This is an optimization exercise on Yosys and OpenROAD, whose aim is small area, a short achievable clock period and few clock cycles, not a production implementation. At most, simulation tests tie the RTL to the original design; equivalence was not proved.

==> flow/design.v (excerpt) <==
module LearningMachine(input clk,rst, start, input [6:0] x1Data,x2Data, input [1:0] tData, output[1:0] signYin, output[13:0] w1,w2,b,Yin,output ReadEn, Ready);
export LEC_CHECK = 0
export ABC_CLOCK_PERIOD_IN_PS = 5000
export CAP_MARGIN = 20
export CORE_MARGIN = 2
export CORE_UTILIZATION = 40
export SETUP_SLACK_MARGIN = 5
export SLEW_MARGIN = 20
export SYNTH_HIERARCHICAL = 1
export SYNTH_MINIMUM_KEEP_SIZE = 0
create_clock -name core_clock -period 12.0 [get_ports {clk}]
standard.sh (not shown) runs the stock make flow with config.mk's settings and CLKGATE_MAP_FILE= SYNTH_SCRIPT=/design/flow/synth_recipe.tcl, a recipe that flattens the netlist after the stock synthesis.
==> flow/flow/run.sh <==
#!/bin/bash
set -euo pipefail
bash standard.sh SETUP_SLACK_MARGIN=8 'BUFFER_PORTS_ARGS=-buffer_cell sky130_fd_sc_hd__buf_1' finish > standard_make.log 2>&1
The baseline produced a clean layout.
Change:
==> flow/flow/run.sh (replaced) <==
#!/bin/bash
set -euo pipefail
bash standard.sh SETUP_SLACK_MARGIN=7 'BUFFER_PORTS_ARGS=-buffer_cell sky130_fd_sc_hd__buf_1' finish > standard_make.log 2>&1
First-iteration DRC count went up by roughly a tenth.
Global-route usage went down by 1.3 points.
Via count went down slightly.
Worst setup slack got worse by 0.014 ns.
Die area is unchanged.
Function was not checked in any run of this note: the RTL went through the layout flow alone.

---

== oak ==
LearningMachine, a different RTL version from the one above (not shown whole).
For scale: roughly 79 I/O pins, about 8800 um2 of cells after synthesis.
==> flow/config.mk <==
export PLATFORM = sky130hd
export DESIGN_NAME = LearningMachine
export DESIGN_NICKNAME = LearningMachine
export VERILOG_FILES = /design/flow/design.v
export SDC_FILE = /design/flow/constraint.sdc
export NUM_CORES = 4
export LEC_CHECK = 0
export ABC_CLOCK_PERIOD_IN_PS = 5000
export CAP_MARGIN = 20
export CORE_MARGIN = 2
export CORE_UTILIZATION = 40
export SETUP_SLACK_MARGIN = 5
export SLEW_MARGIN = 20
export SYNTH_HIERARCHICAL = 1
export SYNTH_MINIMUM_KEEP_SIZE = 0
==> flow/constraint.sdc <==
create_clock -name core_clock -period 12.0 [get_ports {clk}]
set_input_delay 2.4000 -clock core_clock [delete_from_list [all_inputs] [get_ports {clk}]]
set_output_delay 2.4000 -clock core_clock [all_outputs]
set_load 0.01 [all_outputs]
==> flow/flow/run.sh <==
#!/bin/bash
set -euo pipefail
bash standard.sh SETUP_SLACK_MARGIN=10 SETUP_MOVE_SEQUENCE=unbuffer,size_down,sizeup,swap,clone 'BUFFER_PORTS_ARGS=-buffer_cell sky130_fd_sc_hd__buf_1' finish > standard_make.log 2>&1
Testbench counts of oak, summed over its fixed seeds: cycles 145,544.
[inputs] pine vs oak
==> flow/flow/run.sh <==
#!/bin/bash
set -euo pipefail
bash standard.sh SETUP_SLACK_MARGIN=8.5 'BUFFER_PORTS_ARGS=-buffer_cell sky130_fd_sc_hd__buf_1' finish > standard_make.log 2>&1
==> notes.md <==
pine went all the way through the flow, and no timing, DRC or antenna check failed. pine vs. oak: global-route usage saw little to no change, cell area saw an increase, final worst clock skew saw little to no change.
Modified inputs, birch compared to pine
==> flow/flow/run.sh <==
#!/bin/bash
set -euo pipefail
bash standard.sh SETUP_SLACK_MARGIN=7.5 'BUFFER_PORTS_ARGS=-buffer_cell sky130_fd_sc_hd__buf_1' finish > standard_make.log 2>&1
Notes after the runs:
- [compare] base=pine new=birch: layout overhead on the synthesized area down 7.1 points, via count decreased about 3%.
- Cmp pine and birch / delay of the slowest cell on the worst path / lower: pine
- Proportion of final cell area spent on non-clock buffers: birch lower than pine
- Compared with pine, birch shows a lower post-CTS setup buffer count.
- Number of cells after detailed placement: pine vs birch, no meaningful difference
- Non-clock buffer count in the final layout, birch vs pine: down by more than 10%
- Per the comparison of birch with pine, worst setup slack after layout shrank by 33 ps, total detailed-routing wirelength shrank by about 2%, path length in cells of the critical path shrank by 1, global-route usage shrank by 0.20 points.
[inputs] maple vs birch
==> flow/flow/run.sh <==
#!/bin/bash
set -euo pipefail
bash standard.sh SETUP_SLACK_MARGIN=8 SETUP_MOVE_SEQUENCE=unbuffer,size_down,sizeup,swap,clone 'BUFFER_PORTS_ARGS=-buffer_cell sky130_fd_sc_hd__buf_1' finish > standard_make.log 2>&1
## What came out
maple supports a lower top clock frequency than birch.
The core of maple is less densely filled than that of birch.
Compared with birch, maple degrades worst-case hold slack.
Looking at slack of the critical path across maple and birch, the one that comes out higher is birch.
| minimum clock period | higher: maple |
maple gives less design area than birch did.
Reported for maple and birch, initial antenna violation count turned out identical to the last digit.
What cedar does differently from maple at the input level:
==> flow/flow/run.sh <==
#!/bin/bash
set -euo pipefail
bash standard.sh SETUP_SLACK_MARGIN=8 SKIP_REPAIR_TIE_FANOUT=1 'BUFFER_PORTS_ARGS=-buffer_cell sky130_fd_sc_hd__buf_1' finish > standard_make.log 2>&1
Findings:
- Comparing the two runs side by side, cedar comes out ahead of maple on maximum frequency.
- Synthesis-to-layout area growth delta for cedar relative to maple: 4.2 points higher
- Comparing cedar with maple, the total length of routed wires came out essentially unchanged.
- Compared to maple, cedar shows a wider setup margin.
- cedar vs. maple: met2 capacity usage during global routing went up by 0.73 points.
- On post-route clock skew, maple and cedar are neck and neck.
- cedar: first-pass GRT wire length 1.7% below maple
- Cell count, maple and cedar, lower one = maple.

---

== main ==
Another version of the RTL of LearningMachine (not shown whole).
Size: roughly 1100 cells after synthesis, about 86 flip-flops, ~79 I/O pins, about 9400 µm² of cells after synthesis.
clock: 12.0 ns
lec_check: 0
abc_clock_period_in_ps: 5000
cap_margin: 20
core_margin: 2
core_utilization: 40
setup_slack_margin: 5
slew_margin: 20
synth_hierarchical: 1
synth_minimum_keep_size: 0
==> flow/flow/run.sh <==
#!/bin/bash
set -euo pipefail
bash standard.sh SETUP_SLACK_MARGIN=7.5 'BUFFER_PORTS_ARGS=-buffer_cell sky130_fd_sc_hd__buf_1' finish > standard_make.log 2>&1
main: no failed stages, no open violations at the end
Testbench counts of main, summed over its fixed seeds: cycles 145,544.
Setup changes, main to the feature branch
==> flow/flow/run.sh <==
#!/bin/bash
set -euo pipefail
bash standard.sh SETUP_SLACK_MARGIN=6.5 'BUFFER_PORTS_ARGS=-buffer_cell sky130_fd_sc_hd__buf_1' finish > standard_make.log 2>&1
==> comparison <==
- Utilization down 4.1 points in the feature branch wrt main
- Going from main to the feature branch, minimum setup slack in the final design now sits lower, non-clock buffer count now sits lower, final cell area excluding filler cells now sits lower, highest clock rate now sits lower.
- Of the feature branch and main, the feature branch shows the higher post-detailed-placement half-perimeter wirelength, with main below it.

---

Another version of the RTL of LearningMachine (not shown whole).
Size: roughly 1100 cells after synthesis, about 79 I/O pins, ~0.0095 sq mm of cells after synthesis.
export LEC_CHECK = 0
export ABC_CLOCK_PERIOD_IN_PS = 5000
export CAP_MARGIN = 20
export CORE_MARGIN = 2
export CORE_UTILIZATION = 40
export SETUP_SLACK_MARGIN = 5
export SLEW_MARGIN = 20
export SYNTH_HIERARCHICAL = 1
export SYNTH_MINIMUM_KEEP_SIZE = 0
create_clock -name core_clock -period 12.0 [get_ports {clk}]
==> flow/flow/run.sh <==
#!/bin/bash
set -euo pipefail
bash standard.sh SETUP_SLACK_MARGIN=7.5 'BUFFER_PORTS_ARGS=-buffer_cell sky130_fd_sc_hd__buf_1' finish > standard_make.log 2>&1
Testbench counts at the start, summed over its fixed seeds: cycles 145,544.
==> next run, changes <==
==> flow/flow/run.sh (replaced) <==
#!/bin/bash
set -euo pipefail
bash standard.sh SETUP_SLACK_MARGIN=7 'BUFFER_PORTS_ARGS=-buffer_cell sky130_fd_sc_hd__buf_1' finish > standard_make.log 2>&1
Wire length falls by 12%. Via count fell by 7.5%. Design area falls by 13%. Utilization falls by 6.3 points. Hold slack got worse by 0.029 ns. Synthesized cell count is unchanged. Register-to-register slack degrades by 0.20 ns. Area after synthesis does not change.

---

LearningMachine with an RTL version that a note above also has.
For scale: ~1100 cells after synthesis, roughly 86 flip-flops, about 79 I/O pins, about 0.0094 mm² of cells after synthesis.
==> flow/config.mk <==
export PLATFORM = sky130hd
export DESIGN_NAME = LearningMachine
export DESIGN_NICKNAME = LearningMachine
export VERILOG_FILES = /design/flow/design.v
export SDC_FILE = /design/flow/constraint.sdc
export NUM_CORES = 4
export LEC_CHECK = 0
export ABC_CLOCK_PERIOD_IN_PS = 5000
export CAP_MARGIN = 20
export CORE_MARGIN = 2
export CORE_UTILIZATION = 40
export SETUP_SLACK_MARGIN = 5
export SLEW_MARGIN = 20
export SYNTH_HIERARCHICAL = 1
export SYNTH_MINIMUM_KEEP_SIZE = 0
==> flow/constraint.sdc <==
create_clock -name core_clock -period 12.0 [get_ports {clk}]
set_input_delay 2.4000 -clock core_clock [delete_from_list [all_inputs] [get_ports {clk}]]
set_output_delay 2.4000 -clock core_clock [all_outputs]
set_load 0.01 [all_outputs]
==> flow/flow/run.sh <==
#!/bin/bash
set -euo pipefail
bash standard.sh SETUP_SLACK_MARGIN=7 SETUP_MOVE_SEQUENCE=unbuffer,size_down,sizeup,swap,clone 'BUFFER_PORTS_ARGS=-buffer_cell sky130_fd_sc_hd__buf_1' finish > standard_make.log 2>&1
Testbench counts at the start, summed over its fixed seeds: cycles 145,544.
Edit:
==> flow/flow/run.sh (replaced) <==
#!/bin/bash
set -euo pipefail
bash standard.sh SETUP_SLACK_MARGIN=8.5 'BUFFER_PORTS_ARGS=-buffer_cell sky130_fd_sc_hd__buf_1' finish > standard_make.log 2>&1
After rerunning: Design area goes up by 16%; flip-flop and latch count does not change; die area stays the same; via count goes up by about 7%; sequential share of layout area goes down by 2.6 points; synthesized area stays the same; utilization goes up by 7.3 points.

what the ideal ports hide:
Ports are ideal in the flow. The routed layouts listed here were re-timed in OpenROAD. Step 1 sets driving cells, clkbuf_16 on the clock port and buf_2 on the other inputs (assumed; they add their load-dependent delay and slew). Step 2 times the ports against the registers' clock, not the clock port: input delays grow and output delays shrink by t, the midpoint of the rising clock arrivals with the driver on. Slacks: no drivers / after step 1 / after step 2; pairs: no drivers / after step 1.
| run | t (ns) | slack for setup (ns) | hold WS [ns] |
|---|---|---|---|
| the first run of note 1 | 0.410 | 7.028 / 7.028 / 7.028 | 0.487 / 0.487 / 0.487 |
| the second run of note 1 | 0.399 | 7.014 / 7.014 / 7.014 | 0.484 / 0.484 / 0.484 |
| oak | 0.390 | 6.771 / 6.771 / 6.771 | 0.458 / 0.458 / 0.458 |
| pine | 0.397 | 7.046 / 7.046 / 7.046 | 0.461 / 0.461 / 0.461 |
| birch | 0.397 | 7.012 / 7.012 / 7.012 | 0.474 / 0.474 / 0.474 |
| maple | 0.394 | 6.803 / 6.803 / 6.803 | 0.461 / 0.461 / 0.461 |
| cedar | 0.398 | 7.000 / 7.000 / 7.000 | 0.463 / 0.463 / 0.463 |
| main | 0.402 | 7.409 / 7.409 / 7.409 | 0.462 / 0.462 / 0.462 |
| the feature branch | 0.405 | 6.860 / 6.860 / 6.860 | 0.462 / 0.462 / 0.462 |
| the first run of note 4 | 0.391 | 7.536 / 7.536 / 7.536 | 0.505 / 0.505 / 0.505 |
| the second run of note 4 | 0.399 | 7.336 / 7.336 / 7.336 | 0.475 / 0.475 / 0.475 |
| the first run of note 5 | 0.405 | 7.175 / 7.175 / 7.175 | 0.463 / 0.463 / 0.463 |
| the second run of note 5 | 0.393 | 7.366 / 7.366 / 7.366 | 0.479 / 0.479 / 0.479 |
After both steps setup and hold are still met in every run listed.
